Background: an optimization exercise with open tools, aiming at small area and a short achievable clock period. Do not read the settings as production practice. No functional check of the RTL was part of any run shown here.

## flow/design.v (module list and top-level ports; edited modules follow where they fit)
// module cordic: 3457 lines
module cordic (
    input  wire        clk,
    input  wire        rst,
    input  wire        valid_i,
    input  wire signed [16:0] x_i,
    input  wire signed [16:0] y_i,
    output wire        valid_o,
    output wire signed [16:0] x_o,
    output wire signed [16:0] y_o
    );
  // ...
==> flow/run.sh <==
#!/bin/bash
# synth_recipe.tcl (not shown) runs the flow's synth.tcl, then flattens the netlist and writes it again
# the make line also repeats each setting of config.mk as NAME=value (left out here)
make -C /OpenROAD-flow-scripts/flow DESIGN_CONFIG=/design/flow/config.mk WORK_HOME=/design/flow/orfs CLKGATE_MAP_FILE= SYNTH_SCRIPT=/design/flow/synth_recipe.tcl finish
==> flow/config.mk <==
export PLATFORM = sky130hd
export DESIGN_NAME = cordic
export DESIGN_NICKNAME = cordic
export VERILOG_FILES = /design/flow/design.v
export SDC_FILE = /design/flow/constraint.sdc
export NUM_CORES = 4
export LEC_CHECK = 0
export CAP_MARGIN = 20
export CORE_MARGIN = 2
export CORE_UTILIZATION = 40
export SLEW_MARGIN = 20
==> flow/constraint.sdc <==
create_clock -name core_clock -period 4.6 [get_ports {clk}]
set_input_delay 0.9200 -clock core_clock [delete_from_list [all_inputs] [get_ports {clk}]]
set_output_delay 0.9200 -clock core_clock [all_outputs]
set_load 0.01 [all_outputs]
==> flow_metrics.env, run 1 <==
export IMPL_comb_multi_input_count=2485
export IMPL_grt_usage=0.163
export IMPL_status="complete, no violations"
export IMPL_fmax_mhz=234
export IMPL_cts_hold_buf=0
export IMPL_cts_root_buf="clkbuf_16"
export IMPL_syn_avg_cell_area_um2=9.99
export IMPL_tritoncts="built"
export IMPL_cp_max_fo=10
export IMPL_setup_slack_ns=0.328
export IMPL_rrSetupSlack_ns=0.33
export IMPL_hold_viol=0
export IMPL_wl_met3_mm=2.06
export IMPL_ys_ff_latch=574
export IMPL_holdWs_ns=0.417
export IMPL_dp_cells=4656
export IMPL_synth_seq_area_share=0.337
export IMPL_start_kind="flip-flop"
export IMPL_post_route_cell_area_um2=38900
export IMPL_clock_buffers=94
export IMPL_synth_area_leaders="dfxtp_1 34%, ha_1 15%, xnor2_1 10%"
export IMPL_max_cap_violations=0
export IMPL_synthAdderAreaFrac=0.225
export IMPL_synth_async_reset_ratio=0
export IMPL_ys_types=67
export IMPL_cp_slowest_cell="fa_1"
export IMPL_place_port_buffers=71
export IMPL_hold_depth=1
export IMPL_grt_setup_unrepaired="no"
export IMPL_synth_edf_count=0
export IMPL_post_cts_buffers=0
export IMPL_mostFrequentLayoutCell="dfxtp_1"
export IMPL_layout_common_cells="574 x dfxtp_1, 422 x ha_1, 404 x xnor2_1, 322 x inv_1, 268 x xor2_1"
export IMPL_taps=1144
export IMPL_io_pins=72
export IMPL_cp_depth=20
export IMPL_reg2reg_depth=20
export IMPL_critical_path_arrival_ns=4.76
export IMPL_insertion_delay_ns=0.61
export IMPL_top_usage_layer="met2"
==> inputs of run 2 (changes only) <==
--- a/flow/design.v
+++ b/flow/design.v
@@ -14,27 +14,28 @@
     always @(posedge clk)
         if (rst) vp <= 16'd0;
         else     vp <= {vp[14:0], valid_i};
     assign valid_o = vp[15];
     wire [16:0] ax, ay;
     assign ax = x_i[16] ? -x_i : x_i;
     assign ay = y_i[16] ? -y_i : y_i;
     reg [16:0] rx_a, ry_a;
-    always @(posedge clk) begin rx_a <= ax; ry_a <= ay; end
+    reg rd_a;
+    always @(posedge clk) begin rx_a <= ax; ry_a <= ay; rd_a <= |y_i[15:0]; end
     wire [16:0] x0, y0, xs0, ys0, nx0, ny0;
     wire d0;
     assign x0 = rx_a; assign y0 = ry_a;
-    assign d0 = ~y0[16] & (|y0[15:0]);
+    assign d0 = rd_a;
     assign xs0 = $signed(x0) >>> 0;
     assign ys0 = $signed(y0) >>> 0;
-    wire [16:0] nx0_b = ys0 ^ {17{~d0}};
+    wire [16:0] nx0_b = ys0 ^ {17{1'b0}};
     wire [16:0] nx0_s;
     wire [17:0] nx0_s_p, nx0_s_g;
-    assign nx0_s_g[0] = ~d0;
+    assign nx0_s_g[0] = 1'b0;
     assign nx0_s_p[0] = 1'b0;
     assign nx0_s_p[1] = x0[0] ^ nx0_b[0];
     assign nx0_s_g[1] = x0[0] & nx0_b[0];
     assign nx0_s_p[2] = x0[1] ^ nx0_b[1];
     assign nx0_s_g[2] = x0[1] & nx0_b[1];
     assign nx0_s_p[3] = x0[2] ^ nx0_b[2];
     assign nx0_s_g[3] = x0[2] & nx0_b[2];
     assign nx0_s_p[4] = x0[3] ^ nx0_b[3];
==> flow_metrics.env, run 2 <==
export IMPL_status="complete, no violations"
export IMPL_drv_slew=0
export IMPL_die_x_um=294
export IMPL_layout_common_cells="561 x dfxtp_1, 421 x ha_1, 339 x xnor2_1, 302 x inv_1, 281 x xor2_1"
export IMPL_antenna_left=0
export IMPL_path_class="flip-flop to flip-flop"
export IMPL_critical_path_required_ns=5.08
export IMPL_clk_path_buf_depth=3
export IMPL_ys_flop_type="dfxtp_1"
export IMPL_cp_max_fo=7
export IMPL_place_port_buffers=71
export IMPL_min_period_ns=4.47
export IMPL_insertion_delay_ns=0.61
export IMPL_synth_edf_count=0
export IMPL_fmax_mhz=224
export IMPL_synth_async_reset_ratio=0
export IMPL_die_area_um2=86700
export IMPL_ys_types=68
export IMPL_setup_violations=0
export IMPL_via_per_inst=4.88
export IMPL_post_route_cell_area_um2=39300
export IMPL_wire_per_inst_um=15.0
export IMPL_period_share=0.971
export IMPL_grt_setup_unrepaired="yes"
export IMPL_netlist_area_um2=33700
export IMPL_synth_area_leader_cell="dfxtp_1"
export IMPL_clock_sinks=575
export IMPL_clkTransAtPathRegs_ns=0.05
export IMPL_synth_seq_area_share=0.341
export IMPL_tritoncts="built"
export IMPL_hold_class="flip-flop to flip-flop"
export IMPL_core_area_um2=83600
export IMPL_drtPass1Iterations=6
export IMPL_syn_avg_cell_area_um2=10.1
export IMPL_synth_area_leaders="dfxtp_1 34%, ha_1 16%, xnor2_1 8.8%"
export IMPL_ys_ff_latch=575
export IMPL_gp_congestion=0.827
export IMPL_syn_inst=3339
export IMPL_cts_hold_buf=0
export IMPL_drive_above_1_share=0.106
export IMPL_yosysMostFrequentCell="dfxtp_1"
export IMPL_grt_max_degree=24
export IMPL_drt_iter0_drc=817
export IMPL_start_kind="flip-flop"
export IMPL_dp_hpwl_mm=57.2
export IMPL_grt_pass1_vias=23722
export IMPL_num_rows=106
export IMPL_synthTopCellsByCount="575 x dfxtp_1, 423 x ha_1, 339 x xnor2_1, 302 x inv_1, 293 x xor2_1"
export IMPL_worst_slew_pin_slew_ns=0.932
export IMPL_mostFrequentLayoutCell="dfxtp_1"
export IMPL_syn_nets=3919
export IMPL_holdWs_ns=0.429
export IMPL_hold_viol=0
export IMPL_drc=0
export IMPL_slew_headroom=0.374
export IMPL_initial_utilization=0.404
export IMPL_antenna_found_initial=0
export IMPL_antenna_cells=0
export IMPL_vias=23005
export IMPL_max_cap_violations=0
export IMPL_drt_wl_total_mm=70.8
export IMPL_h_tree_depth=3
export IMPL_post_dp_cell_area_um2=36500
export IMPL_grt_first_pass_wirelength_mm=117
export IMPL_critical_path_arrival_ns=4.94
export IMPL_cts_buffers=67
export IMPL_io_pins=72
export IMPL_nNetsFinal=4159
export IMPL_clock_skew_ns=0.0209
export IMPL_grt_usage=0.166
export IMPL_yosysWarnings=1
export IMPL_grt_ovfl_total=0
export IMPL_syn_to_final_growth_pct=16.4
export IMPL_die_y_um=294
export IMPL_end_kind="flip-flop"
export IMPL_cts_root_buf="clkbuf_16"
export IMPL_synth_top_area_share=0.341
[run 2: critical path, stage by stage (launching register included)]
cell and delay [ns]:
dfxtp_4 0.38, xor2_1 0.17, ha_1 0.33, and2_4 0.17
nand4_1 0.12, and3_4 0.19, o31ai_2 0.27, a21o_1 0.18
a311o_1 0.21, a21oi_2 0.08, fa_1 0.51, inv_1 0.05
or4_1 0.46, or4_1 0.41, or4_4 0.51, nor4_4 0.21
a31oi_1 0.10
[run 2: routing by layer]
| layer | share of wire | track usage | up-vias |
|---|---|---|---|
| li1 | - | - | 11963 |
| met1 | 0.44 | 0.197 | 10729 |
| met2 | 0.51 | 0.307 | 224 |
| met3 | 0.027 | 0.0243 | 89 |
| met4 | 0.023 | 0.0469 | 0 |
| met5 | 0 | 0 | - |
[run 2: stage by stage]
stage	utilization	worst slack (ns)	std cells	setup TNS (ns)
6_report	0.470	0.134	4711	0
5_1_grt	0.470	-0.0750	4711	-0.208
4_1_cts	0.463	0.000939	4684	0
3_5_place_dp	0.437	-0.169	4563	-0.404
3_3_place_gp	0.437	-0.0723	4563	-0.0739
2_1_floorplan	-	-0.191	3339	-0.191
[run 2: logic make-up (layout without fill, tap and decap cells)]
kind of cell             Yosys count  count (layout)  share of synthesized area
XOR/XNOR                         633             633                      0.164
AO/OA/AOI/OAI                    607             607                      0.123
adder cells (fa/ha/maj)          543             543                      0.228
AND/OR/NAND/NOR                  628             628                     0.0997
buffers and inverters            338             630                     0.0387
flip-flops                       575             575                      0.341
multiplexers                      15              15                    0.00500
[run 2: area by class of cell]
class / count / area (um^2)
sequential: 575 / 11600
clock inverter: 33 / 362
clock buffer: 88 / 1800
timing repair buffer: 207 / 1770
fill: 7806 / 44300
inverter: 302 / 1130
tap: 1080 / 1350
multi-input combinational: 2426 / 21300
[run 2: timing repair]
| item | CTS | global route |
|---|---|---|
| endpoints found under the setup margin | 6 | 10 |
| setup buffers | 0 | 27 |
| gates resized for setup | 10 | 83 |
| pin swaps | 0 | 35 |
| endpoints found under the hold margin | 0 | 0 |
[run 2: path summary, 6_finish.rpt]
| check | start | to | slack, ns | depth (start not counted) |
|---|---|---|---|---|
| min reg2reg | vp[11]$_SDFF_PP0_ | vp[12]$_SDFF_PP0_ | 0.43 | 1 |
| min | vp[11]$_SDFF_PP0_ | vp[12]$_SDFF_PP0_ | 0.43 | 1 |
| max reg2reg | rd4$_DFF_P_ | rd5$_DFF_P_ | 0.13 | 16 |
| max | rd4$_DFF_P_ | rd5$_DFF_P_ | 0.13 | 16 |

## what the ideal ports hide
The flow's constraints put no driver on any port. The routed layouts listed below were extracted and timed again, unchanged, in two steps.
Step 1: set_driving_cell puts a clkbuf_16 on clk and a buf_2 on each other input, an assumption about the parent block.
Step 2 also shifts input and output timing later by t, the mid clock arrival at the registers, as if the neighbouring blocks saw the same clock.
Slacks: no drivers / after step 1 / after step 2; pairs: no drivers / after step 1.
| run | t, ns | setup WS [ns] | worst hold slack (ns) | slew at the worst register clock pin (ns) | worst data-port slew with drivers (ns) |
|---|---|---|---|---|---|
| run 1 | 0.650 | 0.328 / 0.328 / 0.328 | 0.417 / 0.417 / 0.417 | 0.06 / 0.06 | 0.05 |
| run 2 | 0.661 | 0.134 / 0.134 / 0.134 | 0.429 / 0.429 / 0.429 | 0.07 / 0.07 | 0.04 |
After both steps every run listed still meets setup and hold.
